What follows belongs to an exercise in optimizing a design on an open flow for small area, a short achievable clock period and few clock cycles; a production flow would make more cautious choices.
The RTL was checked by simulation tests, not by an equivalence proof against the original design.
Power and IR drop assume default switching activity.

// CHIP
module CHIP (	clk,
				rst_n,
				mem_read_D,
				mem_write_D,
				mem_addr_D,
				mem_wdata_D,
				mem_rdata_D,
				mem_ready_D,
				mem_read_I,
				mem_write_I,
				mem_addr_I,
				mem_wdata_I,
				mem_rdata_I,
				mem_ready_I,
				DCACHE_addr,
				DCACHE_wdata,
				DCACHE_wen,
				DCACHE_stall
			);
For scale: about 7900 cells after synthesis, about 2200 flip-flops, about 110000 um2 of cells after synthesis.
==> flow/config.mk <==
export PLATFORM = sky130hd
export DESIGN_NAME = CHIP
export DESIGN_NICKNAME = CHIP
export VERILOG_FILES = /design/flow/design.v
export SDC_FILE = /design/flow/constraint.sdc
export NUM_CORES = 8
export LEC_CHECK = 0
export CAP_MARGIN = 20
export CORE_MARGIN = 2
export CORE_UTILIZATION = 50
export CTS_CLUSTER_DIAMETER = 80
export CTS_CLUSTER_SIZE = 20
export SLEW_MARGIN = 20
==> flow/constraint.sdc <==
create_clock -name core_clock -period 11.0 [get_ports {clk}]
set_input_delay 2.2000 -clock core_clock [delete_from_list [all_inputs] [get_ports {clk}]]
set_output_delay 2.2000 -clock core_clock [all_outputs]
set_load 0.01 [all_outputs]
standard.sh (not shown) runs the stock make flow with config.mk's settings and CLKGATE_MAP_FILE= SYNTH_SCRIPT=/design/flow/synth_recipe.tcl, a recipe that flattens the netlist after the stock synthesis.
==> flow/flow/run.sh <==
#!/bin/bash
# Layout flow: the standard ORFS flow (standard.sh), with the standard
# synthesis unchanged, port buffers of buf_2 cells and a larger setup margin
# for ORFS's timing repair in the later steps. Each step's full output goes
# to its own log in this folder (and ORFS's per-step logs under orfs/logs).
set -uo pipefail
bash standard.sh synth > synth.log 2>&1 || exit 1
bash standard.sh SETUP_SLACK_MARGIN=7 "BUFFER_PORTS_ARGS=-buffer_cell sky130_fd_sc_hd__buf_2" finish > layout.log 2>&1 || exit 1
The first run finished with timing, DRC and antenna clean.
Testbench counts at the start, summed over its fixed seeds: cycles 378,700.
==> next run, changes <==
CAP_MARGIN = 60   (was 20)
SLEW_MARGIN = 60   (was 20)
Outcome: The changed run finished with timing, DRC and antenna clean; synthesized cell count does not change; utilization climbs by 2.0 points; combinational power went up by about 2%; sequential share of layout area is lower by 1.9 points; wire length rose by 1.4%; final cell count climbs by 1.4%; fmax goes up by 2.4%; design area is higher by 3.5%; synthesized area stays the same; die area is unchanged.


v32:
Another version of the RTL of CHIP (not shown whole).
For scale: ~7900 cells after synthesis, about 2100 flip-flops, roughly 640 I/O pins, about 100000 µm² of cells after synthesis.
clock: 11.0 ns
lec_check: 0
cap_margin: 60
core_margin: 2
core_utilization: 55
cts_cluster_diameter: 80
cts_cluster_size: 20
place_density: 0.7
slew_margin: 60
tns_end_percent: 20
Scripts as last shown in full above: flow/flow/run.sh
v32 has completed all stages; timing, DRC and antenna checks passed.
Testbench counts of v32, summed over its fixed seeds: cycles 375,983.
Here is what was changed in the inputs of v45 compared with v32.
diff --git a/flow/config.mk b/flow/config.mk
--- a/flow/config.mk
+++ b/flow/config.mk
@@ -13,3 +13,2 @@
 export PLACE_DENSITY = 0.7
 export SLEW_MARGIN = 60
-export TNS_END_PERCENT = 20
Findings:
- Looking at the reports, v45 completed the entire flow and the layout it produced met the timing, design-rule and antenna checks.
- The lower sum of met2 wire segment lengths after detailed routing came out of v45.
- Re number of max-cap violations: no difference whatsoever between v45 and v32.
- From v32 to v45 the numbers moved as follows: maximum resistive drop on vdd saw a decrease, total power climbed 0.52%.
- met3 wirelength from detailed routing was higher in v45 than in v32.
- Of v32 and v45, the run reporting the lower critical path buffer and inverter count was v32.
- Row achievable clock frequency: v45 higher / v32 lower
- For the proportion of final cell area spent on non-clock buffers, v45 came in 0.35 points higher than v32 did.
- Sequential share of layout area: v45 < v32
## Diff of input files: v19 against v45
diff --git a/flow/config.mk b/flow/config.mk
--- a/flow/config.mk
+++ b/flow/config.mk
@@ -8,7 +8,7 @@
 export CAP_MARGIN = 60
 export CORE_MARGIN = 2
-export CORE_UTILIZATION = 55
+export CORE_UTILIZATION = 50
 export CTS_CLUSTER_DIAMETER = 80
 export CTS_CLUSTER_SIZE = 20
-export PLACE_DENSITY = 0.7
 export SLEW_MARGIN = 60
+export TNS_END_PERCENT = 5
Results
Area used by multi-input combinational logic delta for v19 relative to v45: 0.46% higher. Summary of the comparison: shortest clock period the worst path allows after layout is higher in v19, relative to v45. In the metrics for v19 and v45, the one carrying the lower share of power burned in the clock network is v45. Timing-limited maximum frequency, v19 vs v45: down slightly. [compare] base=v45 new=v19: horizontal die dimension went up by about 5%; average instance area after synthesis barely changed. i_RISCV.ID_instr[19] as the start point of the critical path was reported by v19, and i_RISCV.ID_instr[18] by v45. Sequential power essentially unchanged between v19 and v45.
Input changes introduced in v33 (baseline for comparison: v19):
diff --git a/flow/config.mk b/flow/config.mk
--- a/flow/config.mk
+++ b/flow/config.mk
@@ -12,3 +12,3 @@
 export CTS_CLUSTER_SIZE = 20
 export SLEW_MARGIN = 60
-export TNS_END_PERCENT = 5
+export TNS_END_PERCENT = 20
--- outcome ---
- In the reports for v33 and v19, the larger clock network fraction of total power belongs to v19.
- v19 → v33: data arrival time of the critical path -0.07 ns; detailed-route wire length dropped 1.4%.
What v14 does differently from v33 at the input level:
diff --git a/flow/config.mk b/flow/config.mk
--- a/flow/config.mk
+++ b/flow/config.mk
@@ -12,3 +12,2 @@
 export CTS_CLUSTER_SIZE = 20
 export SLEW_MARGIN = 60
-export TNS_END_PERCENT = 20
## What came out
v14: PASS, flow complete, no timing, DRC or antenna violations
Final standard cell count with taps included and fillers excluded of v33 is on par with v14.
Comparing v14 with v33, the number of cells after detailed placement came out essentially unchanged.
v14 and v33 ended up with roughly the same cell internal power dissipation.
v14 does worse than v33 on worst clock skew.
v14 vs. v33: total power decreased by 69 µW relative to the old numbers, floorplan core area flat.


Another version of the RTL of CHIP (not shown whole).
Size in the first run: ~8,000 cells after synthesis, about 2,100 flip-flops.
## CHIP
module CHIP (	clk,
				rst_n,
				mem_read_D,
				mem_write_D,
				mem_addr_D,
				mem_wdata_D,
				mem_rdata_D,
				mem_ready_D,
				mem_read_I,
				mem_write_I,
				mem_addr_I,
				mem_wdata_I,
				mem_rdata_I,
				mem_ready_I,
				DCACHE_addr,
				DCACHE_wdata,
				DCACHE_wen,
				DCACHE_stall
			);
input			clk, rst_n;
output			mem_read_D;
output			mem_write_D;
output	[31:4]	mem_addr_D;
output	[127:0]	mem_wdata_D;
input	[127:0]	mem_rdata_D;
input			mem_ready_D;
output			mem_read_I;
output			mem_write_I;
output	[31:4]	mem_addr_I;
output	[127:0]	mem_wdata_I;
input	[127:0]	mem_rdata_I;
input			mem_ready_I;
output	[29:0]	DCACHE_addr;
output	[31:0]	DCACHE_wdata;
output			DCACHE_wen;
output			DCACHE_stall;
	RISCV_Pipeline i_RISCV(
		.clk         (clk),
		.rst_n       (rst_n),
		.mem_read_D  (mem_read_D),
		.mem_write_D (mem_write_D),
		.mem_addr_D  (mem_addr_D),
		.mem_wdata_D (mem_wdata_D),
		.mem_rdata_D (mem_rdata_D),
		.mem_ready_D (mem_ready_D),
		.mem_read_I  (mem_read_I),
		.mem_addr_I  (mem_addr_I),
		.mem_rdata_I (mem_rdata_I),
		.mem_ready_I (mem_ready_I),
		.DCACHE_addr (DCACHE_addr),
		.DCACHE_wdata(DCACHE_wdata),
		.DCACHE_wen  (DCACHE_wen),
		.DCACHE_stall(DCACHE_stall)
	);
	assign mem_write_I = 1'b0;
	assign mem_wdata_I = 128'd0;
endmodule
clock: 11.0 ns
lec_check: 0
cap_margin: 60
core_margin: 2
core_utilization: 60
cts_cluster_diameter: 80
cts_cluster_size: 20
slew_margin: 60
Scripts as last shown in full above: flow/flow/run.sh
Testbench counts at the start, summed over its fixed seeds: cycles 378,604.
Rerun with:
Settings changed: CORE_UTILIZATION 60 to 50.
After rerunning: The new run ran to the end with no violations. Non-clock buffer count grows by 28. Power grows slightly. Die area grows by about a fifth. Core utilization shrinks by 11 points. Global-route usage shrinks by 5.1 points. Final area grows slightly. Routed wire length grows by a little under a tenth. Sequential cell count is unchanged. Clock-buffer cell count grows by 3. Hold slack got worse by 0.011 ns. Area after synthesis does not change.
Rerun with:
Settings changed: CAP_MARGIN 60 to 20, SLEW_MARGIN 60 to 20.
Result: The new run completed with no timing, DRC or antenna violations. Register-to-register slack degrades by 0.11 ns. Cell area is lower by 1.4%. Cell count is lower by 0.62%. Die area stays the same. Clock power is lower by about 1%. Sequential power barely changes. Total power is lower by 0.48%. Clock-buffer cell count is lower by 1. Global-route usage is higher by 0.17 points.
Rerun with:
Settings changed: CAP_MARGIN 20 to 60, CORE_UTILIZATION 50 to 55, PLACE_DENSITY set to 0.7, SLEW_MARGIN 20 to 60.
Effect: Power hardly moves. Synthesized cell count stays the same. Via count rises by 0.42%. Non-clock buffer count climbs by 8.

what the ideal ports hide:
The flow's constraints put no driver on any port. The routed layouts listed below were extracted and timed again, unchanged, in two steps.
Step 1 assumes that a clkbuf_16 drives the clock port and a buf_2 every other input.
Step 2 times the ports against the registers' clock, not the clock port: input delays grow and output delays shrink by t, the midpoint of the rising clock arrivals with the driver on.
a / b / c = no drivers / after step 1 / after step 2; a / b = the first two.
run	t (ns)	slack for setup (ns)	worst slew at a driven data input, ns	pins driven straight from the clock port
the first run of note 1	0.929	6.862 / 6.873 / 5.946	0.26	1
the second run of note 1	0.961	6.959 / 6.957 / 6.034	0.27	1
v32	0.927	6.629 / 6.629 / 5.858	0.23	1
v45	0.932	6.849 / 6.849 / 6.102	0.22	1
v19	0.933	6.799 / 6.799 / 5.913	0.25	1
v33	0.948	6.874 / 6.784 / 5.968	0.19	1
v14	0.938	6.885 / 6.885 / 6.054	0.19	1
the first run of note 3	0.956	6.768 / 6.768 / 6.024	0.56	1
the second run of note 3	0.930	6.907 / 6.883 / 6.105	0.35	1
the third run of note 3	0.933	6.801 / 6.801 / 6.028	0.31	1
the fourth run of note 3	0.943	6.916 / 6.854 / 6.097	0.42	1
After both steps setup and hold are still met in every run listed. The setup slack of the second run of note 1, which loses most, moves by -0.002 ns with the drivers and by -0.925 ns with both steps.
